Source: an optimization exercise on an open RTL-to-GDS flow (aim: small area). Production flows keep margins and buffers that such runs may drop.
Function was checked by simulation only, so behaviour that the tests miss may differ from the original.
No activity file was given, so power comes from the tool's default toggle rates.

## design/flow/standard.sh

```bash
#!/bin/bash
# synth_recipe.tcl (not shown) runs the flow's synth.tcl, then flattens the netlist and writes it again
# the make line also repeats each setting of config.mk as NAME=value (left out here)
make -C /OpenROAD-flow-scripts/flow DESIGN_CONFIG=/design/flow/config.mk WORK_HOME=/design/flow/orfs CLKGATE_MAP_FILE= SYNTH_SCRIPT=/design/flow/synth_recipe.tcl "${@:-finish}"
```

## design/flow/flow/run.sh

```bash
#!/bin/bash
# The standard layout (standard.sh: the standard synthesis, floorplan, power
# grid, tap cells, placement, CTS and routing), with these choices:
#  - ABC maps the logic with an area-oriented script (flow/abc_area_deep.script)
#    instead of ORFS's abc_speed.script: ORFS's scripts folder is copied here
#    and only that file is replaced. Flip-flops are mapped before ABC runs, so
#    the registers (names and cells) are those of the standard synthesis;
#  - port buffers are buf_1 cells (buffer_ports -buffer_cell), the smallest
#    buffer; every port still gets one;
#  - the clock tree uses clkbuf_4 cells, sink clusters of up to 10 within
#    30 um, and no dummy loads.
set -euo pipefail
rm -rf scripts_mod
cp -r "$FLOW_HOME/scripts" scripts_mod
cp flow/abc_area_deep.script scripts_mod/abc_speed.script
export SCRIPTS_DIR="$PWD/scripts_mod"
export BUFFER_PORTS_ARGS="-buffer_cell sky130_fd_sc_hd__buf_1"
export CTS_ARGS="-sink_clustering_enable -repair_clock_nets -buf_list sky130_fd_sc_hd__clkbuf_4 -sink_clustering_buffer sky130_fd_sc_hd__clkbuf_8 -sink_clustering_size 18 -sink_clustering_max_diameter 50 -dont_use_dummy_load"
bash standard.sh > standard_flow.log 2>&1
```

## design/flow/flow/abc_area_deep.script

```
strash
dc2
dc2
dch -f
amap
topo
```

## design/flow/constraint.sdc

```tcl
create_clock -name core_clock -period 20.0 [get_ports {CLOCK_50}]
set_input_delay 4.0000 -clock core_clock [delete_from_list [all_inputs] [get_ports {CLOCK_50}]]
set_output_delay 4.0000 -clock core_clock [all_outputs]
set_load 0.01 [all_outputs]
```

## design/flow/config.mk

```make
export PLATFORM = sky130hd
export DESIGN_NAME = rs232_interface_top
export DESIGN_NICKNAME = rs232_interface_top
export VERILOG_FILES = /design/flow/design.v
export SDC_FILE = /design/flow/constraint.sdc
export NUM_CORES = 4
export LEC_CHECK = 0
export CAP_MARGIN = 20
export CORE_MARGIN = 2
export CORE_UTILIZATION = 70
export PLACE_DENSITY = 0.8
export SLEW_MARGIN = 20
```

## design/flow/design.v

```verilog
module clkdiv(CLK, RST, CLK_DIV, CNT);
	parameter W = 5;
	parameter TAP = 2;            
	parameter [W-1:0] LAST = 0;
	input CLK;
	input RST;
	output CLK_DIV;
	output [W-1:0] CNT;
	reg [W-1:0] state;
	assign CLK_DIV = (state == LAST);
	always @(posedge CLK)
	begin
		if(RST || CLK_DIV)
			state <= {W{1'b1}};
		else
			state <= {state[W-2:0], state[W-1] ^ state[TAP]};
	end
	assign CNT = state;
endmodule
module uart_tx(CLK, RST, TX_START, TX_DATA, TX_BUSY, TX_PIN, DIV_PULSE, DIV_CNT);
	input CLK;
	input RST;
	input TX_START;
	input[7:0] TX_DATA;
	output TX_PIN;
	output TX_BUSY;
	output DIV_PULSE;
	output [8:0] DIV_CNT;
	reg[3:0] state;
	wire tx_ready = (state == 0);
	assign TX_BUSY = ~tx_ready;
	wire uart_clk;
	clkdiv #(.W(9), .TAP(4), .LAST(9'h093)) uart_div(.CLK(CLK), .RST(RST), .CLK_DIV(uart_clk), .CNT(DIV_CNT));
	assign DIV_PULSE = uart_clk;
	always @(posedge CLK) begin
		if(RST)
			state <= 0;
		else if(tx_ready && TX_START)
			state <= 4'b0110;
		else if(uart_clk && !tx_ready)
			state <= state + 1'b1;
	end
	assign TX_PIN = tx_ready | (state == 4'b0110) | (state[3] & TX_DATA[state[2:0]]);
endmodule
module uart_rx(CLK, RST, RX_DATA, RX_RECV, RX_FIRST, RX_PIN, TXDIV_PULSE, TXDIV_CNT);
	input CLK;
	input RST;
	input RX_PIN;
	input TXDIV_PULSE;
	input [8:0] TXDIV_CNT;
	output reg[7:0] RX_DATA;
	output reg RX_RECV;
	output RX_FIRST;       
	wire tick;
	wire[4:0] tick_cnt;
	localparam[3:0] ST_WAIT = 4'd11;
	reg[3:0] state;
	reg[2:0] filter;
	reg rx_filtered;
	reg[3:0] oversample_cnt;
	wire waiting = (state == ST_WAIT);
	wire sample = tick && (oversample_cnt == 4'd15);
	clkdiv #(.W(5), .TAP(2), .LAST(5'h19)) oversample_div(.CLK(CLK), .RST(RST), .CLK_DIV(tick), .CNT(tick_cnt));
	always @(posedge CLK)
	begin
		if(RST) begin
			filter <= 0;
			rx_filtered <= 0;
		end else if(tick) begin
			if(RX_PIN && filter != 3'b111)
				filter <= filter + 3'b1;
			else if(!RX_PIN && filter != 3'b000)
				filter <= filter - 3'b1;
			if(filter == 3'b111)
				rx_filtered <= 1;
			else if(filter == 3'b000)
				rx_filtered <= 0;
		end
	end
	always @(posedge CLK)
		if(tick)
			oversample_cnt <= (state == 0 || waiting) ? 4'd8 : oversample_cnt + 4'd1;
	wire wait_over = RX_DATA == 8'h4c && tick_cnt == 5'h14 && TXDIV_CNT == 9'h18e;
	always @(posedge CLK)
	begin
		if(RST)
			state <= ST_WAIT;
		else if(waiting) begin
			if(wait_over)
				state <= 0;
		end else if(state == 0) begin
			if(!rx_filtered)
				state <= 1;
		end else if(sample)
			state <= (state == 4'd10) ? 4'd0 : state + 4'd1;
	end
	assign RX_FIRST = sample && state == 4'd2;
	always @(posedge CLK)
		if(RST)
			RX_DATA <= 8'hff;
		else if(waiting ? (tick && TXDIV_PULSE) : (sample && state >= 4'd2 && state <= 4'd9))
			RX_DATA <= {waiting ? RX_DATA[0] ^ RX_DATA[1] ^ RX_DATA[2] ^ RX_DATA[7] : rx_filtered, RX_DATA[7:1]};
	always @(posedge CLK)
		RX_RECV <= !RST && sample && state == 4'd10 && rx_filtered;
endmodule
module hex_code(CODE, VAL);
	output[3:0] CODE;
	input[3:0] VAL;
	localparam[15:0] E0 = 16'b0000001110001101;
	localparam[15:0] E1 = 16'b1111110101000101;
	localparam[15:0] E2 = 16'b1111110010011110;
	localparam[15:0] E3 = 16'b1111100010000011;
	assign CODE = {E3[VAL], E2[VAL], E1[VAL], E0[VAL]};
endmodule
module hex_num(HPIN, VAL);
	output[6:0] HPIN;
	input[3:0] VAL;    
	localparam[15:0] S0 = 16'b1010101110101011;  
	localparam[15:0] S1 = 16'b1011101010111010;  
	localparam[15:0] S2 = 16'b0011111100111111;  
	localparam[15:0] S3 = 16'b0000111110101111;  
	localparam[15:0] S4 = 16'b1000110010001100;  
	localparam[15:0] S5 = 16'b0000111100011111;  
	localparam[15:0] S6 = 16'b0000000011111111;  
	assign HPIN = ~{S6[VAL], S5[VAL], S4[VAL], S3[VAL], S2[VAL], S1[VAL], S0[VAL]};
endmodule
module rs232_interface_top(CLOCK_50, RST, UART_TXD, UART_RXD, LEDG,LEDR, KEY, SW, HEX0, HEX1, HEX2, HEX3, HEX4, HEX5, HEX6, HEX7);
	localparam PKTST_START = 0;
	localparam PKTST_CMD   = 1;
	localparam PKTST_LEN   = 2;
	localparam PKTST_DATA  = 3;
	localparam RC_OTHER = 0;
	localparam RC_LEDG  = 1;
	localparam RC_LEDR  = 2;
	localparam RC_HEX   = 3;
	localparam DEPTH = 6;
	localparam[3:0] HEX_CODE0 = 4'd11;    
	input CLOCK_50;
	input RST;
	output UART_TXD;
	input UART_RXD;
	output[7:0] LEDG;
	output[17:0] LEDR;
	input [4:0] KEY;
	input [17:0] SW;
	output[6:0] HEX0;
	output[6:0] HEX1;
	output[6:0] HEX2;
	output[6:0] HEX3;
	output[6:0] HEX4;
	output[6:0] HEX5;
	output[6:0] HEX6;
	output[6:0] HEX7;
	reg[7:0] tx_out;
	wire tx_busy;
	reg tx_start;
	wire[7:0] rx_in;
	wire rx_recv;
	wire rx_first;
	wire txdiv_pulse;
	wire[8:0] txdiv_cnt;
	reg sending;
	reg[4:0] last_key;
	reg[17:0] last_sw;
	reg[7:0] ledg_vals;
	reg[17:0] ledr_vals;
	reg[31:0] hex_vals;    
	wire[3:0] hex_new;     
	reg send_sw;           
	reg[2:0] send_idx;     
	reg[7:0] recv_buf[0:DEPTH-1];
	reg[2:0] recv_cnt;     
	reg recv_pend;         
	reg[1:0] recv_state;
	reg[1:0] recv_cur_cmd;
	reg[7:0] recv_left;    
	reg[9:0] recv_cur_data;
	uart_tx tx(.CLK(CLOCK_50), .RST(RST), .TX_START(tx_start), .TX_DATA(tx_out), .TX_BUSY(tx_busy), .TX_PIN(UART_TXD),
		.DIV_PULSE(txdiv_pulse), .DIV_CNT(txdiv_cnt));
	uart_rx rx(.CLK(CLOCK_50), .RST(RST), .RX_DATA(rx_in), .RX_RECV(rx_recv), .RX_FIRST(rx_first), .RX_PIN(UART_RXD),
		.TXDIV_PULSE(txdiv_pulse), .TXDIV_CNT(txdiv_cnt));
	hex_code hc(hex_new, recv_byte[3:0]);
	wire hex_write = recv_pop && recv_state == PKTST_DATA && recv_left[7:1] == 0 &&
		recv_cur_cmd == RC_HEX && recv_cur_data[7:3] == 0;
	wire[3:0] hex_d = RST ? HEX_CODE0 : hex_new;
	genvar g;
	generate
		for(g = 0; g < 8; g = g + 1) begin : digit
			always @(posedge CLOCK_50)
				if(RST || (hex_write && recv_cur_data[2:0] == g))
					hex_vals[4*g+3:4*g] <= hex_d;
		end
	endgenerate
	hex_num h0(HEX0, hex_vals[3:0]);
	hex_num h1(HEX1, hex_vals[7:4]);
	hex_num h2(HEX2, hex_vals[11:8]);
	hex_num h3(HEX3, hex_vals[15:12]);
	hex_num h4(HEX4, hex_vals[19:16]);
	hex_num h5(HEX5, hex_vals[23:20]);
	hex_num h6(HEX6, hex_vals[27:24]);
	hex_num h7(HEX7, hex_vals[31:28]);
	assign LEDG = ledg_vals;
	assign LEDR = ledr_vals;
	wire recv_any = (recv_cnt != 0) || recv_pend;
	wire recv_pop = !sending && recv_any;
	wire[7:0] recv_byte = (recv_cnt == 0) ? rx_in : recv_buf[recv_cnt - 3'd1];
	wire recv_move = rx_first && recv_pend && !(recv_pop && recv_cnt == 0);
	wire[17:0] data_nxt = {recv_cur_data, recv_byte};
	integer i;
	always @(posedge CLOCK_50)
		if(recv_move) begin
			recv_buf[0] <= rx_in;
			for(i = 1; i < DEPTH; i = i + 1)
				recv_buf[i] <= recv_buf[i-1];
		end
	reg[7:0] send_byte;
	always @(*)
		case(send_idx)
			3'd0: send_byte = 8'hff;
			3'd1: send_byte = {7'b0, send_sw};
			3'd2: send_byte = {6'b0, send_sw, 1'b1};
			3'd3: send_byte = send_sw ? last_sw[7:0] : {3'b111, ~last_key};
			3'd4: send_byte = last_sw[15:8];
			default: send_byte = {6'b0, last_sw[17:16]};
		endcase
	wire send_last = send_sw ? (send_idx == 3'd5) : (send_idx == 3'd3);
	wire send_step = sending && !tx_busy && !tx_start;
	always @(posedge CLOCK_50)
		if(send_step)
			tx_out <= send_byte;
	always @(posedge CLOCK_50)
	begin
		if(RST) begin
			tx_start <= 0;
			sending <= 0;
			last_key <= 0;
			last_sw <= 0;
			recv_cnt <= 0;
			recv_pend <= 0;
			recv_state <= PKTST_START;
			ledg_vals <= 0;
			ledr_vals <= 0;
		end else begin
			tx_start <= send_step;
			recv_cnt <= recv_cnt + recv_move - (recv_pop && recv_cnt != 0);
			if(rx_recv)
				recv_pend <= 1;
			else if(rx_first || (recv_pop && recv_cnt == 0))
				recv_pend <= 0;
			if(!sending) begin
				if(recv_any) begin
					case(recv_state)
					PKTST_START:
						if(recv_byte == 8'hff)
							recv_state <= PKTST_CMD;
					PKTST_CMD: begin
						recv_state <= PKTST_LEN;
					end
					PKTST_LEN: begin
						recv_state <= PKTST_DATA;
					end
					PKTST_DATA:
						if(recv_left[7:1] == 0) begin
							recv_state <= PKTST_START;
							case(recv_cur_cmd)
							RC_LEDG: ledg_vals <= recv_byte;
							RC_LEDR: ledr_vals <= data_nxt;
							endcase
						end
					endcase
				end else if(last_key != KEY) begin
					sending <= 1;
					last_key <= KEY;
				end else if(last_sw != SW) begin
					sending <= 1;
					last_sw <= SW;
				end
			end else if(send_step) begin
				if(send_last)
					sending <= 0;
			end
		end
	end
	always @(posedge CLOCK_50)
	begin
		if(!sending)
			send_idx <= 0;
		else if(send_step)
			send_idx <= send_idx + 1'b1;
		if(recv_pop && recv_state == PKTST_LEN)
			recv_cur_data <= 0;
		else if(recv_pop && recv_state == PKTST_DATA)
			recv_cur_data <= data_nxt[9:0];
		if(!sending && !recv_any && last_key != KEY)
			send_sw <= 0;
		else if(!sending && !recv_any && last_sw != SW)
			send_sw <= 1;
		if(recv_pop && recv_state == PKTST_CMD)
			recv_cur_cmd <= (recv_byte == 8'd2) ? RC_LEDG :
			                (recv_byte == 8'd3) ? RC_LEDR :
			                (recv_byte == 8'd4) ? RC_HEX : RC_OTHER;
		if(recv_pop && recv_state == PKTST_LEN)
			recv_left <= recv_byte;
		else if(recv_pop && recv_state == PKTST_DATA)
			recv_left <= recv_left - 1'b1;
	end
endmodule
```

==> impl_metrics.ini, run 1 <==
[finish]
area_growth_pct = 9.955
stdcell_count = 1182
drive_above_1_share_pct = 3.168
nNetsFinal = 1061
regArea_um2 = 5185
insertedDiodeCount = 0
fillerInstances = 844
multi_input_area_um2 = 3198

[clock_tree]
insertion_delay_ps = 620
post_cts_buffers = 0
clockRootBuffer = clkbuf_4
cts.sinks = 208
h-tree-depth = 1
ctsHoldBuffers = 0
clk_pin_slew_worst_paths_ps = 90
cts_tree = yes
cts_buffers = 18
clock_path_buffers = 3
cts-resized-gates = 0

[floorplan]
start_util_pct = 70.99
boundaryPins = 109
rows = 41
die_h_um = 116.7
dieArea_um2 = 13610
core_area_um2 = 12520
die_w_um = 116.7

[place]
dp_cells = 1164
place_congestion = 0.8627
dp_hpwl_um = 13990
io_buffers = 108

[yosys]
netlist.top_cell.by_area = edfxtp_1
syn_nets = 930
synth_top_area_share_pct = 34.47
yosysWarnings = 6
synth_cell_types = 48
synth_edf_count = 102
synth_cells = 881
yosysSeqAreaShare_pct = 58.35
ys_seq_elements = 208
syn_avg_cell_area_um2 = 10.09
ys.flop_type = dfxtp_1
async_flop_share_pct = 0
syn_area_um2 = 8886
synth_area_leaders = edfxtp_1 (34%), dfxtp_1 (24%), clkinv_1 (5.1%)

[grt]
grt_usage_pct = 28.46
grt_max_degree = 56
grt_pass1_vias = 6483
overflow = 0
grt_pass1_wl_um = 30780
antenna_found_initial = 0

[setup_path]
cp.arrival_ps = 6860
crit_path_start_kind = input port
worst-path-max-fanout = 28
worstPathRequired_ps = 20450
crit_type = in2reg
end_kind = flip-flop

[route]
wl_met3_um = 1268
drcViolationCount = 0
met2_length_um = 9828
routed_wl_um = 19850
avgViaCountPerCell = 6.109
wl_per_cell_um = 16.79
highest_layer = met4
drt_pass1_iterations = 7
first_iter_violations = 596
drt-met1-wl_um = 8272
postRouteAntennaNets = 0
vias = 7221

[timing]
finalSetupTns_ps = 0
hold_viol_final = 0
fin_skew_ps = 67.40
period_needed_ps = 6411
slew_viol_final = 0
max_slew_margin_pct = 34.86
post-route-period-util_pct = 32.06
rsz0062_at_grt = no
max_freq_mhz = 156.0
setup-violations-final = 0
worstMarginPinSlew_ps = 973.5

[run]
max_cap_viol_count = 0

[hold_path]
worstHoldPathType = reg2reg

[power_and_ir_drop]
ir_worst_vdd_mv = 0.08466
pwr_density_cell_nw_per_um2 = 132.1
p_leak_nw = 3.330

[status]
status = finished clean
-- power breakdown --
part	internal (W)	switching, W	total (W)
clock network	0.0000736	0.000124	0.000198
logic	0.000160	0.000334	0.000493
registers	0.000541	0.0000580	0.000599
-- cell families (layout without fill, tap and decap cells) --
family | Yosys count | after routing | share of synthesized area [%]
buffers and inverters | 129 | 258 | 5.787
and+or+nand+nor | 254 | 254 | 12.84
AOI/OAI and AO/OA | 263 | 263 | 19.22
DFF | 208 | 208 | 58.35
xor gates and xnor gates | 4 | 4 | 0.3943
adders and majority gates | 23 | 23 | 3.407
-- path summary, 6_finish.rpt --
check / start / end / slack, ps / cells after the start
setup / recovery: SW[14] / last_sw[4]$_SDFFE_PP0P_ / 13590 / 12
hold / removal: recv_buf[1][6]$_DFFE_PP_ / recv_buf[2][6]$_DFFE_PP_ / 430 / 0
setup reg to reg: recv_cnt[2]$_SDFF_PP0_ / hex_vals[28]$_DFFE_PP_ / 15670 / 8
hold reg to reg: recv_buf[1][6]$_DFFE_PP_ / recv_buf[2][6]$_DFFE_PP_ / 430 / 0
-- critical path, cell delays in order --
cell and delay (ps):
buf_1 90, clkinv_1 60, o22ai_1 70, a221oi_1 240, o2111ai_1 140, or4_1 430
nor4_1 210, a31oi_1 150, nand2_1 630, clkinv_1 480, a22oi_1 300, nor2_1 70
-- registers in the layout, indices dropped and copies added (netlist names), 2 cells and up --
name and cells:
last_key 5, rx.RX_DATA 8, ledr_vals 18, recv_left 8, recv_cur_data 10, recv_cnt 3
rx.state 4, recv_buf 48, rx.oversample_div.state 5, hex_vals 32, ledg_vals 8, tx.uart_div.state 9
recv_state 2, last_sw 18, send_idx 3, rx.oversample_cnt 4, tx.state 4, recv_cur_cmd 2
tx_out 8, rx.filter 3
-- per-layer routing --
layer	track usage (%)	vias to the layer above
met5	0	-
met1	37.80	3408
li1	-	3497
met2	48.57	279
met4	9.176	0
met3	4.255	37
-- through the flow --
step                power [W]  utilization [%]  hold WS, ps  instance area (um^2)  worst slack (ps)
floorplan           0.0009282                -        399.6                  8886             13700
global placement     0.001069            76.18        408.9                  9535             13150
detailed placement   0.001094            76.18        422.6                  9535             13080
CTS                  0.001289            78.01        421.6                  9764             13710
global route         0.001378            78.06        430.9                  9771             13350
finish               0.001291            78.06        425.6                  9771             13590
-- Yosys cell counts, types with 2 or more instances --
library cell / number
clkinv_1: 121
nor2_1: 115
dfxtp_1: 106
edfxtp_1: 102
a21oi_1: 75
o21ai_0: 53
nand2_1: 50
a22oi_1: 30
o22ai_1: 23
ha_1: 21
nand3_1: 21
nor3_1: 18
o221ai_1: 14
a211oi_1: 13
or3_1: 13
a221oi_1: 11
buf_4: 8
nand4_1: 7
nor2b_1: 7
nor4_1: 7
a221o_1: 6
a31oi_1: 6
o32ai_1: 5
or4_1: 5
or2_0: 4
a2111oi_0: 3
a222oi_1: 3
a22o_1: 3
a32oi_1: 3
and3_1: 3
xnor2_1: 3
a32o_1: 2
fa_1: 2
o2111ai_1: 2
o211ai_1: 2
o221a_1: 2
-- layout by cell type, fill, tap and decap left out, types with 4 or more instances in the layout --
| cell type | count |
|---|---|
| or4_1 | 5 |
| o21ai_0 | 53 |
| a22oi_1 | 30 |
| clkbuf_8 | 15 |
| o32ai_1 | 5 |
| nand2_1 | 50 |
| a221oi_1 | 11 |
| nor4_1 | 6 |
| or3_1 | 13 |
| edfxtp_1 | 102 |
| nor2_1 | 115 |
| a31oi_1 | 6 |
| buf_4 | 11 |
| buf_1 | 107 |
| nand3_1 | 21 |
| or2_0 | 4 |
| nand4_1 | 7 |
| o22ai_1 | 23 |
| o221ai_1 | 14 |
| a21oi_1 | 75 |
| dfxtp_1 | 106 |
| nor2b_1 | 7 |
| a221o_1 | 6 |
| clkinv_1 | 121 |
| nor3_1 | 17 |
| ha_1 | 21 |
| a211oi_1 | 13 |
-- area by class of cell --
type | instances | area share, %
Sequential cell | 208 | 53.07
Inverter | 121 | 4.648
Multi-Input combinational cell | 544 | 32.73
Clock buffer | 18 | 2.343
Timing Repair Buffer | 119 | 5.007
Tap cell | 172 | 2.203
==> run 2: changes to the inputs <==
--- a/design/flow/flow/run.sh
+++ b/design/flow/flow/run.sh
@@ -16,4 +16,4 @@
 export SCRIPTS_DIR="$PWD/scripts_mod"
 export BUFFER_PORTS_ARGS="-buffer_cell sky130_fd_sc_hd__buf_1"
-export CTS_ARGS="-sink_clustering_enable -repair_clock_nets -buf_list sky130_fd_sc_hd__clkbuf_4 -sink_clustering_buffer sky130_fd_sc_hd__clkbuf_8 -sink_clustering_size 18 -sink_clustering_max_diameter 50 -dont_use_dummy_load"
+export CTS_ARGS="-sink_clustering_enable -repair_clock_nets -buf_list sky130_fd_sc_hd__clkbuf_4 -sink_clustering_buffer sky130_fd_sc_hd__clkbuf_8 -sink_clustering_size 20 -sink_clustering_max_diameter 60 -dont_use_dummy_load"
 bash standard.sh > standard_flow.log 2>&1
==> design/flow/flow/abc_area_deep.script (replaced) <==
strash
dc2
dch -f
amap
strash
dch -f
amap
topo
==> run 2 against run 1 <==
Effect of this change:
- cell count up 0.17%
- worst setup slack got worse by 120 ps
- via count is 0.32% higher
- sequential share of layout area grew 0.60 points
- maximum frequency down 1.9%
- combinational power decreased by 17%
- clock power fell by 11%
- cell area fell by 1.1%
- global-route usage is 0.15 points lower
- power decreased by 9.8%
==> impl_metrics.ini, run 2 <==
[status]
status = finished clean

[yosys]
synth_cell_types = 39
synthTopCellsByCount = clkinv_1 (120), nor2_1 (113), dfxtp_1 (106)
synth_edf_count = 102
synth_top_area_share_pct = 34.70
syn_area_um2 = 8826
async_flop_share_pct = 0
yosysWarnings = 6
ys.flop_type = dfxtp_1
yosysMostFrequentCell = clkinv_1
netlist.top_cell.by_area = edfxtp_1
syn_nets = 936
synth_area_leaders = edfxtp_1 (35%), dfxtp_1 (24%), clkinv_1 (5.1%)
synth_cells = 887
syn_avg_cell_area_um2 = 9.950
ys_seq_elements = 208
yosysSeqAreaShare_pct = 58.75

[floorplan]
die_h_um = 116.3
core_area_um2 = 12470
start_util_pct = 70.80
rows = 41
die_w_um = 116.3
dieArea_um2 = 13520
boundaryPins = 109

[timing]
rsz0062_at_grt = no
finalSetupTns_ps = 0
hold_viol_final = 0
setup_ws_ps = 13460
setup-violations-final = 0
max_slew_margin_pct = 29.20
fin_skew_ps = 78.95
worstMarginPinSlew_ps = 1059
whs_ps = 386.8
period_needed_ps = 6536
max_freq_mhz = 153.0
slew_viol_final = 0
post-route-period-util_pct = 32.68

[setup_path]
crit_start = KEY[1]
crit_path_start_kind = input port
r2r_end = recv_state[0]$_SDFFE_PP0P_
cp.arrival_ps = 6960
end_kind = flip-flop
crit_end = last_sw[10]$_SDFFE_PP0P_
crit_type = in2reg
worstPathRequired_ps = 20420
worst-path-max-fanout = 24
r2r-start = recv_cnt[1]$_SDFF_PP0_
reg2regPathDepth = 10
rrSetupSlack_ps = 15520

[route]
wl_per_cell_um = 16.50
routed_wl_um = 19530
postRouteAntennaNets = 0
drt_pass1_iterations = 7
first_iter_violations = 683
vias = 7244
drcViolationCount = 0
avgViaCountPerCell = 6.118

[clock_tree]
h-tree-depth = 1
ctsHoldBuffers = 0
post_cts_buffers = 0
insertion_delay_ps = 600
clk_pin_slew_worst_paths_ps = 120
cts-resized-gates = 0
cts_buffers = 14
clockRootBuffer = clkbuf_4
cts.sinks = 208
cts_tree = yes
clock_path_buffers = 3

[grt]
grt_max_degree = 54
grt_usage_pct = 28.31
grt_pass1_vias = 6419
overflow = 0
grt_pass1_wl_um = 30830
antenna_found_initial = 1

[run]
max_cap_viol_count = 0

[finish]
largest_reg_flops = 48
drive_above_1_share_pct = 2.868
final_cell_mix = clkinv_1 (120), nor2_1 (113), buf_1 (107), dfxtp_1 (106), edfxtp_1 (102)
reg_top3 = recv_buf (48), hex_vals (32)
area_growth_pct = 9.470
final_common_cell = clkinv_1
regMostFlops = recv_buf
nNetsFinal = 1062
final_cell_area_um2 = 9662
fillerInstances = 849

[place]
io_buffers = 108
dp_hpwl_um = 14000
placed_cell_area_um2 = 9473
place_congestion = 0.8858
place_ws_ps = 12940

[power_and_ir_drop]
p_total_w = 0.001164
p_leak_nw = 3.386
internal-power_w = 0.0007144
p_sw_w = 0.0004500
pwr_density_cell_nw_per_um2 = 120.5
combPwrFrac_pct = 35.0
power_frac_seq_pct = 49.8
ir_worst_vdd_mv = 0.05827
power_frac_clock_pct = 15.2
sw_frac_of_total_pct = 38.65

[hold_path]
worstHoldPathType = reg2reg
==> run 2: cell count changes in the layout (fill, tap and decap cells not counted), moves of 6 or more <==
cell	delta
a21oi_1	+6
a22oi_1	+6
o22ai_1	+8
nand2_1	+9
o21ai_0	+10
==> run 2: final cells by class <==
cell class	instances	area, um^2	share of cell area, %
Sequential cell	208	5185	53.66
Multi-Input combinational cell	551	3153	32.63
Tap cell	172	215.2	2.227
Clock buffer	14	173.9	1.800
Timing Repair Buffer	118	481.7	4.986
Inverter	120	450.4	4.662
Antenna cell	1	2.502	0.02590
==> run 2: critical path: stages <==
cell	delay, ps
buf_1	90
nand2_1	60
o21ai_0	80
a211oi_1	240
o21ai_0	130
a211oi_1	200
o21ai_0	140
nor2_1	710
clkinv_1	790
a22oi_1	430
nor2_1	90
==> run 2: power groups by stage <==
stage	logic, W	clock network (W)	registers, W
final	0.000407	0.000177	0.000580
after global routing	0.000458	0.000193	0.000587
after CTS	0.000404	0.000180	0.000579
after detailed placement	0.000401	0	0.000588
after global placement	0.000383	0	0.000583
after floorplan	0.000276	0	0.000573
==> run 2: worst min-delay path by stage <==
stage | end | slack (ps) | cells past startpoint | from
after global routing | recv_buf[0][3]$_DFFE_PP_ | 420 | 0 | rx.RX_DATA[3]$_SDFFE_PP1P_
after floorplan | tx.uart_div.state[7]$_SDFF_PP1_ | 400 | 1 | tx.uart_div.state[6]$_SDFF_PP1_
final | recv_buf[0][3]$_DFFE_PP_ | 390 | 0 | rx.RX_DATA[3]$_SDFFE_PP1P_
after detailed placement | tx.uart_div.state[7]$_SDFF_PP1_ | 410 | 1 | tx.uart_div.state[6]$_SDFF_PP1_
after CTS | recv_buf[0][3]$_DFFE_PP_ | 400 | 0 | rx.RX_DATA[3]$_SDFFE_PP1P_
after global placement | tx.uart_div.state[7]$_SDFF_PP1_ | 410 | 1 | tx.uart_div.state[6]$_SDFF_PP1_
==> run 2: cell families (layout without fill, tap and decap cells) <==
| kind of cell | count (synthesis) | in the layout | synth area share (%) |
|---|---|---|---|
| compound gates | 273 | 273 | 19.41 |
| simple gates | 255 | 255 | 12.63 |
| fa+ha+maj | 23 | 23 | 3.431 |
| other cells | 0 | 1 | 0 |
| buf+inv | 128 | 252 | 5.784 |
| flops | 208 | 208 | 58.75 |
==> run 2: per-stage QoR <==
| stage | utilization [%] | cells |
|---|---|---|
| finish | 77.51 | 1184 |
| global placement | 75.95 | 1169 |
| CTS | 77.39 | 1183 |
| floorplan | - | 887 |
| detailed placement | 75.99 | 1169 |
| global route | 77.51 | 1184 |
==> run 2: layer usage <==
layer | GRT usage (%) | wire length [um] | vias up
met1 | 38.76 | 8261 | 3411
li1 | - | - | 3490
met5 | 0 | 0 | -
met4 | 8.730 | 517 | 0
met2 | 48.02 | 9600 | 297
met3 | 3.166 | 1153 | 46
==> run 3: changes to the inputs <==
--- a/design/flow/flow/run.sh
+++ b/design/flow/flow/run.sh
@@ -16,4 +16,4 @@
 export SCRIPTS_DIR="$PWD/scripts_mod"
 export BUFFER_PORTS_ARGS="-buffer_cell sky130_fd_sc_hd__buf_1"
-export CTS_ARGS="-sink_clustering_enable -repair_clock_nets -buf_list sky130_fd_sc_hd__clkbuf_4 -sink_clustering_buffer sky130_fd_sc_hd__clkbuf_8 -sink_clustering_size 20 -sink_clustering_max_diameter 60 -dont_use_dummy_load"
+export CTS_ARGS="-sink_clustering_enable -repair_clock_nets -buf_list sky130_fd_sc_hd__clkbuf_4 -sink_clustering_buffer sky130_fd_sc_hd__clkbuf_16 -sink_clustering_size 35 -sink_clustering_max_diameter 80 -dont_use_dummy_load"
 bash standard.sh > standard_flow.log 2>&1
==> run 3 against run 2 <==
Effect of this change:
- hold slack gained 46 ps
- global-route usage shrank 0.16 points
- combinational power is essentially flat
- first-iteration DRC count shrank 9.4%
- highest routed layer unchanged
- critical path type unchanged
==> impl_metrics.ini, run 3 <==
[grt]
antenna_found_initial = 0
grt_usage_pct = 28.15
grt_pass1_vias = 6408
grt_max_degree = 54
overflow = 0
grt_pass1_wl_um = 30700

[setup_path]
cp.arrival_ps = 6940
max_stage_delay_ps = 780
crit_path_start_kind = input port
cp_common_cell = o21ai_0
worstPathRequired_ps = 20430
worst-path-max-fanout = 24
crit_family = compound AO/OA/AOI/OAI gates
crit_type = in2reg
end_kind = flip-flop
crit_path_cell_trace = buf_1, nand2_1, o21ai_0, a211oi_1, o21ai_0, a211oi_1, o21ai_0, nor2_1, clkinv_1, a22oi_1, nor2_1
cp_num_buf_inv = 2
slowest_stage = clkinv_1

[yosys]
syn_nets = 936
synth_cell_types = 39
syn_area_um2 = 8826
synth_edf_count = 102
synth_cells = 887
netlist.top_cell.by_area = edfxtp_1
async_flop_share_pct = 0
syn_avg_cell_area_um2 = 9.950
yosysSeqAreaShare_pct = 58.75
synth_area_leaders = edfxtp_1 (35%), dfxtp_1 (24%), clkinv_1 (5.1%)
yosysMostFrequentCell = clkinv_1
synth_top_area_share_pct = 34.70
synthTopCellsByCount = clkinv_1 (120), nor2_1 (113), dfxtp_1 (106)
yosysWarnings = 6
ys.flop_type = dfxtp_1
ys_seq_elements = 208

[timing]
setup-violations-final = 0
slew_viol_final = 0
max_freq_mhz = 153.4
max_slew_margin_pct = 31.59
post-route-period-util_pct = 32.59
rsz0062_at_grt = no
finalSetupTns_ps = 0
hold_viol_final = 0
worstMarginPinSlew_ps = 1023
period_needed_ps = 6517
fin_skew_ps = 100.3

[route]
drcViolationCount = 0
postRouteAntennaNets = 0
first_iter_violations = 619
wl_met3_um = 1306
routed_wl_um = 19620
drt-met1-wl_um = 8109
vias = 7239
highest_layer = met4
drt_pass1_iterations = 5
met2_length_um = 9666
avgViaCountPerCell = 6.135
wl_per_cell_um = 16.62

[place]
dp_hpwl_um = 14000
io_buffers = 108
place_congestion = 0.8858

[floorplan]
dieArea_um2 = 13520
boundaryPins = 109
start_util_pct = 70.80
core_area_um2 = 12470
die_w_um = 116.3
die_h_um = 116.3
rows = 41

[finish]
final_common_cell = clkinv_1
nNetsFinal = 1059
insertedDiodeCount = 0
largest_reg_flops = 48
area_growth_pct = 9.994
reg_top3 = recv_buf (48), hex_vals (32)
final_cell_mix = clkinv_1 (120), nor2_1 (113), buf_1 (107), dfxtp_1 (106), edfxtp_1 (102)
drive_above_1_share_pct = 2.579
regMostFlops = recv_buf

[clock_tree]
clockRootBuffer = clkbuf_4
h-tree-depth = 1
post_cts_buffers = 0
cts_buffers = 11
clk_pin_slew_worst_paths_ps = 110
cts.sinks = 208
ctsHoldBuffers = 0
cts_tree = yes
insertion_delay_ps = 590
cts-resized-gates = 0
clock_path_buffers = 3

[status]
status = finished clean

[power_and_ir_drop]
p_leak_nw = 3.405
pwr_density_cell_nw_per_um2 = 122.1
ir_worst_vdd_mv = 0.06313
p_total_w = 0.001185

[run]
max_cap_viol_count = 0

[hold_path]
worstHoldPathType = reg2reg
-- run 3: cell counts after synthesis --
Identical to the previous run, type by type.
-- run 3: per-layer routing --
| layer | global-route usage, % | up-vias |
|---|---|---|
| li1 | - | 3487 |
| met1 | 38.23 | 3395 |
| met2 | 48.06 | 315 |
| met3 | 3.269 | 42 |
| met4 | 8.571 | 0 |
| met5 | 0 | - |
-- run 3: worst paths after layout --
check | from | end | slack, ps | cells after the start
setup reg to reg | recv_cnt[1]$_SDFF_PP0_ | recv_state[0]$_SDFFE_PP0P_ | 15630 | 10
hold / removal | recv_buf[0][7]$_DFFE_PP_ | recv_buf[1][7]$_DFFE_PP_ | 430 | 0
hold reg to reg | recv_buf[0][7]$_DFFE_PP_ | recv_buf[1][7]$_DFFE_PP_ | 430 | 0
setup / recovery | KEY[1] | last_sw[10]$_SDFFE_PP0P_ | 13480 | 11
-- run 3: kinds of logic after synthesis --
kind of cell             after synthesis  synth area share, %
AND/OR/NAND/NOR                      255                12.63
AO/OA/AOI/OAI                        273                19.41
flip-flops                           208                58.75
buffers and inverters                128                5.784
adder cells (fa/ha/maj)               23                3.431
-- run 3: layout make-up --
class,instances,area (um^2)
Timing Repair Buffer,118,481.7
Clock buffer,11,222.7
Sequential cell,208,5185
Inverter,120,450.4
Tap cell,172,215.2
Fill cell,853,2758
Multi-Input combinational cell,551,3153
-- run 3: metrics by stage --
| step | hold slack [ps] | instance area [um^2] | setup slack [ps] | util, % | cells |
|---|---|---|---|---|---|
| after global routing | 455.8 | 9708 | 13260 | 77.88 | 1180 |
| final | 432.4 | 9708 | 13480 | 77.88 | 1180 |
| after detailed placement | 412.9 | 9473 | 12940 | 75.99 | 1169 |
| after floorplan | 399.6 | 8826 | 13710 | - | 887 |
| after global placement | 409.9 | 9468 | 13220 | 75.95 | 1169 |
| after CTS | 444.7 | 9696 | 13530 | 77.78 | 1180 |
-- run 3: power breakdown --
part	leakage [nW]	internal (W)	switching [W]
clock	0.112	0.0000786	0.000120
combinational	1.37	0.000129	0.000278
sequential	1.92	0.000529	0.0000515
==> run 4: changes to the inputs <==
--- a/design/flow/flow/run.sh
+++ b/design/flow/flow/run.sh
@@ -16,4 +16,4 @@
 export SCRIPTS_DIR="$PWD/scripts_mod"
 export BUFFER_PORTS_ARGS="-buffer_cell sky130_fd_sc_hd__buf_1"
-export CTS_ARGS="-sink_clustering_enable -repair_clock_nets -buf_list sky130_fd_sc_hd__clkbuf_4 -sink_clustering_buffer sky130_fd_sc_hd__clkbuf_16 -sink_clustering_size 35 -sink_clustering_max_diameter 80 -dont_use_dummy_load"
+export CTS_ARGS="-sink_clustering_enable -repair_clock_nets -buf_list sky130_fd_sc_hd__clkbuf_4 -sink_clustering_buffer sky130_fd_sc_hd__clkbuf_8 -sink_clustering_size 18 -sink_clustering_max_diameter 45 -dont_use_dummy_load"
 bash standard.sh > standard_flow.log 2>&1
==> run 4 against run 3 <==
Effect of this change:
- clock skew down 38 ps
- die area did not move
- critical path depth unchanged
- sequential power barely moved
- critical endpoint unchanged
- cell area rose by 0.77%
- highest routed layer unchanged
- maximum frequency grew 0.97%
- largest cell class unchanged
==> impl_metrics.ini, run 4 <==
[route]
postRouteAntennaNets = 0
wl_per_cell_um = 16.60
drcViolationCount = 0
avgViaCountPerCell = 6.117
vias = 7291
routed_wl_um = 19790
first_iter_violations = 585
drt_pass1_iterations = 5

[timing]
setup_ws_ps = 13550
max_slew_margin_pct = 29.46
slew_viol_final = 0
rsz0062_at_grt = no
setup-violations-final = 0
post-route-period-util_pct = 32.27
worstMarginPinSlew_ps = 1055
finalSetupTns_ps = 0
fin_skew_ps = 62.30
max_freq_mhz = 154.9
period_needed_ps = 6455
hold_viol_final = 0

[floorplan]
die_h_um = 116.3
die_w_um = 116.3
rows = 41
boundaryPins = 109
start_util_pct = 70.80
core_area_um2 = 12470
dieArea_um2 = 13520

[yosys]
ys.flop_type = dfxtp_1
synth_edf_count = 102
synth_top_area_share_pct = 34.70
synthTopCellsByCount = clkinv_1 (120), nor2_1 (113), dfxtp_1 (106)
yosysSeqAreaShare_pct = 58.75
yosysWarnings = 6
synth_cell_types = 39
yosysMostFrequentCell = clkinv_1
syn_avg_cell_area_um2 = 9.950
async_flop_share_pct = 0
netlist.top_cell.by_area = edfxtp_1
syn_nets = 936
ys_seq_elements = 208
synth_area_leaders = edfxtp_1 (35%), dfxtp_1 (24%), clkinv_1 (5.1%)
synth_cells = 887
syn_area_um2 = 8826

[clock_tree]
cts_tree = yes
insertion_delay_ps = 660
clk_pin_slew_worst_paths_ps = 90
post_cts_buffers = 0
clock_path_buffers = 3
h-tree-depth = 1
cts_buffers = 23
cts.sinks = 208
clockRootBuffer = clkbuf_4
cts-resized-gates = 0
ctsHoldBuffers = 0

[power_and_ir_drop]
internal-power_w = 0.0007527
pwr_density_cell_nw_per_um2 = 124.3
p_total_w = 0.001216
p_sw_w = 0.0004631
ir_worst_vdd_mv = 0.06948
power_frac_clock_pct = 18.7
combPwrFrac_pct = 33.6
power_frac_seq_pct = 47.8
p_leak_nw = 3.450
sw_frac_of_total_pct = 38.09

[place]
dp_cells = 1169
place_congestion = 0.8858
dp_hpwl_um = 14000
io_buffers = 108
place_ws_ps = 12940

[finish]
final_cell_mix = clkinv_1 (120), nor2_1 (113), buf_1 (107), dfxtp_1 (106), edfxtp_1 (102)
stdcell_count = 1192
postLayoutCoreUtil_pct = 78.48
drive_above_1_share_pct = 3.725
reg_top3 = recv_buf (48), hex_vals (32)
area_growth_pct = 10.84
largest_reg_flops = 48
insertedDiodeCount = 0
fillerInstances = 850
final_common_cell = clkinv_1
nNetsFinal = 1071
regMostFlops = recv_buf

[grt]
grt_max_degree = 54
antenna_found_initial = 0
grt_usage_pct = 28.64
grt_pass1_vias = 6514
met2_usage_pct = 47.79
overflow = 0
grt_busiest_layer = met2
use_met1_pct = 38.97
grt_pass1_wl_um = 31060
use_met3_pct = 4.515

[run]
max_cap_viol_count = 0

[status]
status = finished clean

[setup_path]
end_kind = flip-flop
cp.arrival_ps = 6950
crit_type = in2reg
worst-path-max-fanout = 24
crit_path_start_kind = input port
worstPathRequired_ps = 20490

[hold_path]
worstHoldPathType = reg2reg
run 4: routing by layer:
layer | part of all wire (%) | vias up | routed length (um)
met5 | 0 | - | 0
met4 | 2.5 | 0 | 496
met3 | 6.2 | 46 | 1232
met2 | 49 | 295 | 9643
met1 | 43 | 3441 | 8420
li1 | - | 3509 | -
run 4: cells by family after synthesis:
group | after synthesis | synth area share [%]
AND/OR/NAND/NOR | 255 | 12.63
AO/OA/AOI/OAI | 273 | 19.41
adder cells (fa/ha/maj) | 23 | 3.431
buffers and inverters | 128 | 5.784
flip-flops | 208 | 58.75
run 4: final timing paths:
path / start / endpoint / slack, ps / cells past startpoint
max: KEY[1] / last_sw[10]$_SDFFE_PP0P_ / 13550 / 11
min: tx.uart_div.state[6]$_SDFF_PP1_ / tx.uart_div.state[7]$_SDFF_PP1_ / 410 / 1
max reg2reg: recv_cnt[1]$_SDFF_PP0_ / recv_state[0]$_SDFFE_PP0P_ / 15620 / 10
min reg2reg: tx.uart_div.state[6]$_SDFF_PP1_ / tx.uart_div.state[7]$_SDFF_PP1_ / 410 / 1
run 4: power by group through the flow:
stage | logic [W] | registers (W) | clock network, W
after global placement | 0.000383 | 0.000583 | 0
after global routing | 0.000459 | 0.000587 | 0.000244
after detailed placement | 0.000401 | 0.000588 | 0
after floorplan | 0.000276 | 0.000573 | 0
final | 0.000408 | 0.000581 | 0.000227
after CTS | 0.000404 | 0.000579 | 0.000228
run 4: stage by stage:
step / hold slack, ps / area (um^2)
6_report: 410.3 / 9783
5_1_grt: 416.7 / 9783
4_1_cts: 414.0 / 9771
3_5_place_dp: 412.9 / 9473
3_3_place_gp: 409.9 / 9468
2_1_floorplan: 399.6 / 8826
run 4: worst max-delay path, stage by stage:
cell and delay, ps:
buf_1 90, nand2_1 60, o21ai_0 80, a211oi_1 230
o21ai_0 120, a211oi_1 200, o21ai_0 140, nor2_1 720
clkinv_1 790, a22oi_1 430, nor2_1 90
run 4: layout make-up:
class                           count  area [um^2]  share of cell area [%]
Tap cell                          172        215.2                   2.200
Inverter                          120        450.4                   4.604
Sequential cell                   208         5185                   53.00
Timing Repair Buffer              118        481.7                   4.924
Multi-Input combinational cell    551         3153                   32.23
Clock buffer                       23        297.8                   3.044
==> run 5: changes to the inputs <==
--- a/design/flow/flow/run.sh
+++ b/design/flow/flow/run.sh
@@ -16,4 +16,4 @@
 export SCRIPTS_DIR="$PWD/scripts_mod"
 export BUFFER_PORTS_ARGS="-buffer_cell sky130_fd_sc_hd__buf_1"
-export CTS_ARGS="-sink_clustering_enable -repair_clock_nets -buf_list sky130_fd_sc_hd__clkbuf_4 -sink_clustering_buffer sky130_fd_sc_hd__clkbuf_8 -sink_clustering_size 18 -sink_clustering_max_diameter 45 -dont_use_dummy_load"
+export CTS_ARGS="-sink_clustering_enable -repair_clock_nets -buf_list sky130_fd_sc_hd__clkbuf_4 -sink_clustering_buffer sky130_fd_sc_hd__clkbuf_8 -sink_clustering_size 16 -sink_clustering_max_diameter 50 -dont_use_dummy_load"
 bash standard.sh > standard_flow.log 2>&1
==> run 5 against run 4 <==
Effect of this change:
- still clean on timing, DRC and antenna
- maximum frequency is 0.81% lower
- worst setup slack got worse by 53 ps
- global-route usage down 0.26 points
- hold slack improved by 23 ps
- cell count is 0.34% lower
- first-iteration DRC count is 8.0% higher
- critical endpoint unchanged
- highest routed layer unchanged
==> impl_metrics.ini, run 5 <==
[timing]
finalSetupTns_ps = 0
slew_viol_final = 0
rsz0062_at_grt = no
setup-violations-final = 0
worstMarginPinSlew_ps = 1016
post-route-period-util_pct = 32.54
max_slew_margin_pct = 32.04
setup_ws_ps = 13490
max_freq_mhz = 153.7
fin_skew_ps = 29.17
hold_viol_final = 0
period_needed_ps = 6507

[clock_tree]
h-tree-depth = 1
clk_pin_slew_worst_paths_ps = 90
cts.sinks = 208
ctsHoldBuffers = 0
cts_tree = yes
cts_buffers = 19
post_cts_buffers = 0
cts-resized-gates = 0
insertion_delay_ps = 610
clockRootBuffer = clkbuf_4
clock_path_buffers = 3

[setup_path]
cp.arrival_ps = 6950
slowest_stage = clkinv_1
r2r_end = recv_state[0]$_SDFFE_PP0P_
r2r-start = recv_cnt[1]$_SDFF_PP0_
reg2regPathDepth = 10
crit_path_cell_trace = buf_1, nand2_1, o21ai_0, a211oi_1, o21ai_0, a211oi_1, o21ai_0, nor2_1, clkinv_1, a22oi_1, nor2_1
max_stage_delay_ps = 780
crit_family = compound AO/OA/AOI/OAI gates
cp_common_cell = o21ai_0
cp_num_buf_inv = 2
rrSetupSlack_ps = 15650
worst-path-max-fanout = 24
crit_type = in2reg
worstPathRequired_ps = 20440
end_kind = flip-flop
crit_path_start_kind = input port

[yosys]
yosysWarnings = 6
syn_nets = 936
synth_cell_types = 39
syn_area_um2 = 8826
yosysSeqAreaShare_pct = 58.75
yosysMostFrequentCell = clkinv_1
syn_avg_cell_area_um2 = 9.950
netlist.top_cell.by_area = edfxtp_1
synth_top_area_share_pct = 34.70
synth_area_leaders = edfxtp_1 (35%), dfxtp_1 (24%), clkinv_1 (5.1%)
ys.flop_type = dfxtp_1
ys_seq_elements = 208
synth_cells = 887
synth_edf_count = 102
synthTopCellsByCount = clkinv_1 (120), nor2_1 (113), dfxtp_1 (106)
async_flop_share_pct = 0

[finish]
area_growth_pct = 10.22
largest_reg_flops = 48
postLayoutCoreUtil_pct = 78.04
final_common_cell = clkinv_1
regMostFlops = recv_buf
nNetsFinal = 1067
insertedDiodeCount = 0
drive_above_1_share_pct = 3.346
final_cell_area_um2 = 9728
final_cell_mix = clkinv_1 (120), nor2_1 (113), buf_1 (107), dfxtp_1 (106), edfxtp_1 (102)
reg_top3 = recv_buf (48), hex_vals (32)

[power_and_ir_drop]
pwr_density_cell_nw_per_um2 = 122.6
power_frac_seq_pct = 48.6
p_sw_w = 0.0004566
sw_frac_of_total_pct = 38.30
p_leak_nw = 3.422
p_total_w = 0.001192
ir_worst_vdd_mv = 0.06498
internal-power_w = 0.0007356
combPwrFrac_pct = 34.2
power_frac_clock_pct = 17.1

[grt]
grt_usage_pct = 28.38
grt_max_degree = 54
grt_pass1_wl_um = 30800
overflow = 0
antenna_found_initial = 0
grt_pass1_vias = 6441

[status]
status = finished clean

[route]
routed_wl_um = 19570
wl_per_cell_um = 16.47
drcViolationCount = 0
avgViaCountPerCell = 6.093
first_iter_violations = 632
postRouteAntennaNets = 0
vias = 7239
drt_pass1_iterations = 7

[floorplan]
rows = 41
die_w_um = 116.3
die_h_um = 116.3
dieArea_um2 = 13520
start_util_pct = 70.80
boundaryPins = 109
core_area_um2 = 12470

[hold_path]
holdPathEnd = tx.uart_div.state[7]$_SDFF_PP1_
holdPathStages = 1
worstHoldStart = tx.uart_div.state[6]$_SDFF_PP1_
worstHoldPathType = reg2reg

[place]
dp_hpwl_um = 14000
placed_cell_area_um2 = 9473
place_congestion = 0.8858
place_ws_ps = 12940
io_buffers = 108

[run]
max_cap_viol_count = 0
==> run 5: cell families after synthesis <==
group           share of synthesized area (%)
flops                                   58.75
buf+inv                                 5.784
compound gates                          19.41
fa+ha+maj                               3.431
simple gates                            12.63
==> run 5: layout make-up <==
type,instances,area (um^2)
Multi-Input combinational cell,551,3153
Fill cell,850,2738
Tap cell,172,215.2
Clock buffer,19,242.7
Sequential cell,208,5185
Timing Repair Buffer,118,481.7
Inverter,120,450.4
==> run 5: metrics by stage <==
step / instances / hold slack (ps)
6_report: 1188 / 432.8
5_1_grt: 1188 / 453.6
4_1_cts: 1188 / 437.2
3_5_place_dp: 1169 / 412.9
3_3_place_gp: 1169 / 409.9
2_1_floorplan: 887 / 399.6
==> run 5: how the worst max path moves through the flow <==
stage | start | end | slack, ps | cells after the start
2_1_floorplan | rx.oversample_div.state[4]$_SDFF_PP1_ | recv_cnt[1]$_SDFF_PP0_ | 13710 | 14
3_3_place_gp | KEY[1] | last_sw[3]$_SDFFE_PP0P_ | 13220 | 11
3_5_place_dp | KEY[1] | last_sw[10]$_SDFFE_PP0P_ | 12940 | 11
6_report | KEY[1] | last_sw[10]$_SDFFE_PP0P_ | 13490 | 11
4_1_cts | KEY[1] | last_sw[10]$_SDFFE_PP0P_ | 13540 | 11
5_1_grt | KEY[1] | last_sw[10]$_SDFFE_PP0P_ | 13240 | 11
==> run 5: metal layers <==
| layer | wire length [um] | up-vias | global-route usage, % | part of all wire, % |
|---|---|---|---|---|
| met4 | 503 | 0 | 8.968 | 2.6 |
| li1 | - | 3500 | - | - |
| met3 | 1273 | 50 | 3.581 | 6.5 |
| met1 | 8244 | 3409 | 38.87 | 42 |
| met2 | 9546 | 280 | 47.71 | 49 |
| met5 | 0 | - | 0 | 0 |
==> run 5: power groups by stage <==
stage	sequential (W)	clock [W]	combinational, W
6_report	0.000580	0.000204	0.000408
5_1_grt	0.000586	0.000222	0.000458
3_3_place_gp	0.000583	0	0.000383
4_1_cts	0.000579	0.000206	0.000404
2_1_floorplan	0.000573	0	0.000276
3_5_place_dp	0.000588	0	0.000401
==> run 6: changes to the inputs <==
--- a/design/flow/flow/run.sh
+++ b/design/flow/flow/run.sh
@@ -16,4 +16,4 @@
 export SCRIPTS_DIR="$PWD/scripts_mod"
 export BUFFER_PORTS_ARGS="-buffer_cell sky130_fd_sc_hd__buf_1"
-export CTS_ARGS="-sink_clustering_enable -repair_clock_nets -buf_list sky130_fd_sc_hd__clkbuf_4 -sink_clustering_buffer sky130_fd_sc_hd__clkbuf_8 -sink_clustering_size 16 -sink_clustering_max_diameter 50 -dont_use_dummy_load"
+export CTS_ARGS="-sink_clustering_enable -repair_clock_nets -buf_list sky130_fd_sc_hd__clkbuf_4 -sink_clustering_size 10 -sink_clustering_max_diameter 30 -dont_use_dummy_load"
 bash standard.sh > standard_flow.log 2>&1
==> design/flow/flow/abc_area_deep.script (replaced) <==
strash
dc2
dc2
dch -f
amap
topo
==> run 6 against run 5 <==
Effect of this change:
- register-to-register slack gained 50 ps
- maximum frequency grew 1.2%
- clock power grew 8%
- via count grew 1.0%
- clock skew grew 36 ps
- die area grew 0.66%
- clock-buffer cell count grew 19
- wire length grew 2.8%
- sequential power grew 3%
- critical endpoint is now last_sw[9]$_SDFFE_PP0P_
- largest power group unchanged
==> impl_metrics.ini, run 6 <==
[clock_tree]
clk_pin_slew_worst_paths_ps = 100
cts.sinks = 208
cts_buffers = 38
clockRootBuffer = clkbuf_4
clock_path_buffers = 3
insertion_delay_ps = 610
ctsHoldBuffers = 0
h-tree-depth = 2
cts_tree = yes
cts-resized-gates = 0
post_cts_buffers = 0

[route]
avgViaCountPerCell = 6.086
wl_per_cell_um = 16.74
first_iter_violations = 477
routed_wl_um = 20120
postRouteAntennaNets = 0
vias = 7315
drcViolationCount = 0
drt_pass1_iterations = 5

[setup_path]
crit_family = simple AND/OR/NAND/NOR gates
cp.arrival_ps = 6850
worst-path-max-fanout = 28
r2r_end = hex_vals[0]$_DFFE_PP_
crit_path_cell_trace = buf_1, clkinv_1, o22ai_1, a221oi_1, o2111ai_1, or4_1, nor4_1, a31oi_1, nand2_1, clkinv_1, a22oi_1, nor2_1
max_stage_delay_ps = 630
r2r-start = recv_cnt[2]$_SDFF_PP0_
cp_num_buf_inv = 3
crit_path_start_kind = input port
reg2regPathDepth = 8
rrSetupSlack_ps = 15700
crit_type = in2reg
end_kind = flip-flop
worstPathRequired_ps = 20430
cp_common_cell = clkinv_1
slowest_stage = nand2_1

[yosys]
async_flop_share_pct = 0
syn_nets = 930
ys_seq_elements = 208
synthTopCellsByCount = clkinv_1 (121), nor2_1 (115), dfxtp_1 (106)
yosysSeqAreaShare_pct = 58.35
syn_avg_cell_area_um2 = 10.09
synth_cell_types = 48
ys.flop_type = dfxtp_1
synth_area_leaders = edfxtp_1 (34%), dfxtp_1 (24%), clkinv_1 (5.1%)
netlist.top_cell.by_area = edfxtp_1
yosysMostFrequentCell = clkinv_1
synth_cells = 881
synth_edf_count = 102
yosysWarnings = 6
syn_area_um2 = 8886
synth_top_area_share_pct = 34.47

[place]
io_buffers = 108
place_congestion = 0.8627
place_ws_ps = 13080
dp_hpwl_um = 13990
dp_cells = 1164

[power_and_ir_drop]
combPwrFrac_pct = 37.6
p_sw_w = 0.0005272
internal-power_w = 0.0007885
p_total_w = 0.001316
ir_worst_vdd_mv = 0.09418
sw_frac_of_total_pct = 40.07
power_frac_clock_pct = 16.8
p_leak_nw = 3.383
pwr_density_cell_nw_per_um2 = 133.9
power_frac_seq_pct = 45.6

[floorplan]
start_util_pct = 70.99
rows = 41
die_w_um = 116.7
boundaryPins = 109
core_area_um2 = 12520
die_h_um = 116.7
dieArea_um2 = 13610

[grt]
grt_max_degree = 56
grt_pass1_vias = 6674
grt_pass1_wl_um = 31220
overflow = 0
grt_usage_pct = 29.09
antenna_found_initial = 0

[finish]
nNetsFinal = 1081
largest_reg_flops = 48
regMostFlops = recv_buf
drive_above_1_share_pct = 5.049
final_common_cell = clkinv_1
insertedDiodeCount = 0
area_growth_pct = 10.59
final_cell_mix = clkinv_1 (121), nor2_1 (115), buf_1 (107), dfxtp_1 (106), edfxtp_1 (102)
stdcell_count = 1202
reg_top3 = recv_buf (48), hex_vals (32)

[timing]
whs_ps = 422.2
setup-violations-final = 0
hold_viol_final = 0
period_needed_ps = 6429
max_freq_mhz = 155.5
slew_viol_final = 0
finalSetupTns_ps = 0
max_slew_margin_pct = 34.88
setup_ws_ps = 13570
fin_skew_ps = 65.64
rsz0062_at_grt = no
post-route-period-util_pct = 32.14
worstMarginPinSlew_ps = 973.2

[hold_path]
holdPathEnd = tx.uart_div.state[2]$_SDFF_PP1_
holdPathStages = 2
worstHoldStart = tx.uart_div.state[1]$_SDFF_PP1_
worstHoldPathType = reg2reg

[status]
status = finished clean

[run]
max_cap_viol_count = 0
run 6: cell types whose count changed after synthesis, moves of 3 or more:
cell      change
a21oi_1       -6
or2_0         +3
nand3_1       -3
a221oi_1      +3
nor2b_1       +4
o21ai_0      -10
a22oi_1       -6
nand2_1       -9
or4_1         +3
o22ai_1       -8
a211oi_1      +3
a32oi_1       +3
xnor2_1       +3
run 6: logic make-up (layout without fill, tap and decap cells):
family	after synthesis	after routing	synth area share, %
XOR/XNOR	4	4	0.3943
AO/OA/AOI/OAI	263	263	19.22
AND/OR/NAND/NOR	254	254	12.84
flip-flops	208	208	58.35
buffers and inverters	129	278	5.787
adder cells (fa/ha/maj)	23	23	3.407
run 6: power by group through the flow:
| stage | Sequential, W | Combinational, W | Clock [W] |
|---|---|---|---|
| after CTS | 0.000598 | 0.000491 | 0.000226 |
| after global routing | 0.000609 | 0.000553 | 0.000243 |
| final | 0.000600 | 0.000494 | 0.000221 |
| after floorplan | 0.000591 | 0.000337 | 0 |
| after global placement | 0.000602 | 0.000467 | 0 |
| after detailed placement | 0.000607 | 0.000487 | 0 |
run 6: metal layers:
metal | up-vias | track usage, % | routed length, um
li1 | 3539 | - | -
met2 | 297 | 49.92 | 10010
met1 | 3447 | 37.10 | 8308
met3 | 32 | 4.722 | 1412
met5 | - | 0 | 0
met4 | 0 | 11.76 | 395
run 6: worst min-delay path, stage by stage, from the launching register on:
cell and delay, ps:
dfxtp_1 320, clkinv_1 60, nand2_1 40
run 6: per-stage QoR:
step | instance area, um^2 | util [%]
after floorplan | 8886 | -
after global routing | 9827 | 78.51
after CTS | 9821 | 78.46
after detailed placement | 9535 | 76.18
final | 9827 | 78.51
after global placement | 9535 | 76.18
run 6: cell type report:
| class | instances | area, um^2 |
|---|---|---|
| Sequential cell | 208 | 5185 |
| Multi-Input combinational cell | 544 | 3198 |
| Fill cell | 858 | 2690 |
| Timing Repair Buffer | 119 | 489.2 |
| Inverter | 121 | 454.2 |
| Clock buffer | 38 | 285.3 |
| Tap cell | 172 | 215.2 |
run 6: worst max-delay path by stage:
stage	cells past startpoint	slack, ps	to	start
final	12	13570	last_sw[9]$_SDFFE_PP0P_	SW[14]
after global routing	12	13350	last_sw[4]$_SDFFE_PP0P_	SW[14]
after CTS	12	13680	last_sw[9]$_SDFFE_PP0P_	SW[14]
after detailed placement	12	13080	last_sw[15]$_SDFFE_PP0P_	SW[14]
after global placement	12	13150	last_sw[4]$_SDFFE_PP0P_	SW[14]
after floorplan	8	13700	last_sw[11]$_SDFFE_PP0P_	SW[14]
==> run 7: changes to the inputs <==
--- a/design/flow/flow/run.sh
+++ b/design/flow/flow/run.sh
@@ -16,4 +16,4 @@
 export SCRIPTS_DIR="$PWD/scripts_mod"
 export BUFFER_PORTS_ARGS="-buffer_cell sky130_fd_sc_hd__buf_1"
-export CTS_ARGS="-sink_clustering_enable -repair_clock_nets -buf_list sky130_fd_sc_hd__clkbuf_4 -sink_clustering_size 10 -sink_clustering_max_diameter 30 -dont_use_dummy_load"
+export CTS_ARGS="-sink_clustering_enable -repair_clock_nets -buf_list sky130_fd_sc_hd__clkbuf_4 -sink_clustering_size 10 -sink_clustering_max_diameter 40 -dont_use_dummy_load"
 bash standard.sh > standard_flow.log 2>&1
==> run 7 against run 6 <==
Effect of this change:
- clock-buffer cell count shrank 9
- via count shrank 0.52%
- synthesized cell count is the same
- worst setup slack gained 79 ps
- non-clock buffer count is the same
- still clean on timing, DRC and antenna
- clock power shrank 11%
- critical path depth is the same
==> impl_metrics.ini, run 7 <==
[clock_tree]
h-tree-depth = 1
cts.sinks = 208
ctsHoldBuffers = 0
cts-resized-gates = 0
post_cts_buffers = 0
clk_pin_slew_worst_paths_ps = 90
insertion_delay_ps = 660
cts_tree = yes
clockRootBuffer = clkbuf_4
clock_path_buffers = 3
cts_buffers = 29

[status]
status = finished clean

[route]
drcViolationCount = 0
postRouteAntennaNets = 0
vias = 7277
avgViaCountPerCell = 6.095
first_iter_violations = 559
wl_per_cell_um = 16.69
routed_wl_um = 19930
drt_pass1_iterations = 5

[setup_path]
end_kind = flip-flop
crit_path_start_kind = input port
cp_common_cell = clkinv_1
crit_type = in2reg
worst-path-max-fanout = 28
max_stage_delay_ps = 610
worstPathRequired_ps = 20490
cp.arrival_ps = 6840
rrSetupSlack_ps = 15710
crit_path_cell_trace = buf_1, clkinv_1, o22ai_1, a221oi_1, o2111ai_1, or4_1, nor4_1, a31oi_1, nand2_1, clkinv_1, a22oi_1, nor2_1
slowest_stage = nand2_1

[timing]
setup-violations-final = 0
slew_viol_final = 0
max_slew_margin_pct = 36.37
worstMarginPinSlew_ps = 951.0
whs_ps = 444.5
period_needed_ps = 6350
fin_skew_ps = 61.32
hold_viol_final = 0
max_freq_mhz = 157.5
setup_ws_ps = 13650
rsz0062_at_grt = no
post-route-period-util_pct = 31.75
finalSetupTns_ps = 0

[yosys]
yosysWarnings = 6
synth_area_leaders = edfxtp_1 (34%), dfxtp_1 (24%), clkinv_1 (5.1%)
syn_nets = 930
synth_top_area_share_pct = 34.47
synth_edf_count = 102
synth_cell_types = 48
synth_cells = 881
yosysMostFrequentCell = clkinv_1
syn_avg_cell_area_um2 = 10.09
ys.flop_type = dfxtp_1
synthTopCellsByCount = clkinv_1 (121), nor2_1 (115), dfxtp_1 (106)
yosysSeqAreaShare_pct = 58.35
async_flop_share_pct = 0
netlist.top_cell.by_area = edfxtp_1
syn_area_um2 = 8886
ys_seq_elements = 208

[finish]
regMostFlops = recv_buf
fillerInstances = 863
area_growth_pct = 9.856
drive_above_1_share_pct = 4.212
nNetsFinal = 1072
largest_reg_flops = 48
reg_top3 = recv_buf (48), hex_vals (32)
final_common_cell = clkinv_1
final_cell_mix = clkinv_1 (121), nor2_1 (115), buf_1 (107), dfxtp_1 (106), edfxtp_1 (102)

[grt]
overflow = 0
antenna_found_initial = 0
grt_pass1_wl_um = 30860
grt_pass1_vias = 6586
grt_max_degree = 56
grt_usage_pct = 28.52

[floorplan]
boundaryPins = 109
dieArea_um2 = 13610
rows = 41
start_util_pct = 70.99
die_w_um = 116.7
core_area_um2 = 12520
die_h_um = 116.7

[power_and_ir_drop]
p_leak_nw = 3.342
ir_worst_vdd_mv = 0.08663
pwr_density_cell_nw_per_um2 = 131.9

[run]
max_cap_viol_count = 0

[place]
place_ws_ps = 13080
io_buffers = 108
dp_hpwl_um = 13990
place_congestion = 0.8627

[hold_path]
worstHoldPathType = reg2reg
run 7: area by class of cell:
class                      instances  area [um^2]  area share [%]
sequential                       208         5185           53.11
multi-input combinational        544         3198           32.76
timing repair buffer             119        489.2           5.012
inverter                         121        454.2           4.653
clock buffer                      29        217.7           2.230
tap                              172        215.2           2.205
antenna                            1        2.502         0.02563
run 7: metal layers:
metal  vias up  global-route usage, %  wire length, um
li1       3533                      -                -
met1      3401                  37.37             8394
met2       294                  48.53             9702
met3        49                  4.307             1291
met4         0                  10.59              538
met5         -                      0                0
run 7: worst max-delay path, delay by kind of cell:
family | cells | cell delay, ps
simple gates | 4 | 1320
buf+inv | 3 | 620
compound gates | 5 | 890
run 7: worst paths after layout:
check                           depth (start not counted)                  endpoint                      from
worst max register to register                          8    hex_vals[16]$_DFFE_PP_    recv_cnt[2]$_SDFF_PP0_
worst max-delay path                                   12   last_sw[9]$_SDFFE_PP0P_                    SW[14]
worst min-delay path                                    0  recv_buf[5][1]$_DFFE_PP_  recv_buf[4][1]$_DFFE_PP_
worst min register to register                          0  recv_buf[5][1]$_DFFE_PP_  recv_buf[4][1]$_DFFE_PP_
run 7: cells by family after synthesis:
kind of cell / after synthesis / synth area share (%)
compound gates: 263 / 19.22
simple gates: 254 / 12.84
flops: 208 / 58.35
buf+inv: 129 / 5.787
fa+ha+maj: 23 / 3.407
xor+xnor: 4 / 0.3943
run 7: through the flow:
stage / power, W / instances / instance area (um^2) / util, %
after CTS: 0.001286 / 1193 / 9753 / 77.92
after floorplan: 0.0009282 / 881 / 8886 / -
after global placement: 0.001069 / 1164 / 9535 / 76.18
after detailed placement: 0.001094 / 1164 / 9535 / 76.18
final: 0.001287 / 1194 / 9762 / 77.99
after global routing: 0.001375 / 1193 / 9759 / 77.97
run 7: report_power, final:
part | switching, W | internal, W | leakage, nW
registers | 0.0000583 | 0.000541 | 1.83
logic | 0.000331 | 0.000160 | 1.38
clock network | 0.000131 | 0.0000663 | 0.133
total | 0.000520 | 0.000767 | 3.34

-- port drivers added, routing unchanged --
The flow's constraints put no driver on any port. The routed layouts listed below were extracted and timed again, unchanged, in two steps.
Step 1: set_driving_cell puts a clkbuf_16 on CLOCK_50 and a buf_2 on each other input, an assumption about the parent block.
Step 2 also shifts input and output timing later by t, the mid clock arrival at the registers, as if the neighbouring blocks saw the same clock.
a / b / c = no drivers / after step 1 / after step 2; a / b = the first two.
run	t (ns)	slack for setup (ns)	hold slack, ns
run 1	0.619	13.589 / 13.597 / 12.978	0.426 / 0.426 / 0.426
run 2	0.603	13.464 / 13.483 / 12.881	0.387 / 0.387 / 0.387
run 3	0.578	13.483 / 13.499 / 12.922	0.432 / 0.432 / 0.432
run 4	0.664	13.545 / 13.563 / 12.898	0.410 / 0.410 / 0.410
run 5	0.629	13.493 / 13.510 / 12.880	0.433 / 0.433 / 0.433
run 6	0.615	13.571 / 13.584 / 12.969	0.422 / 0.422 / 0.422
run 7	0.666	13.650 / 13.656 / 12.990	0.445 / 0.444 / 0.444
After both steps setup and hold are still met in every run listed. For run 7, which loses most, drivers alone change the setup slack by +0.006 ns; drivers and shift together by -0.660 ns.
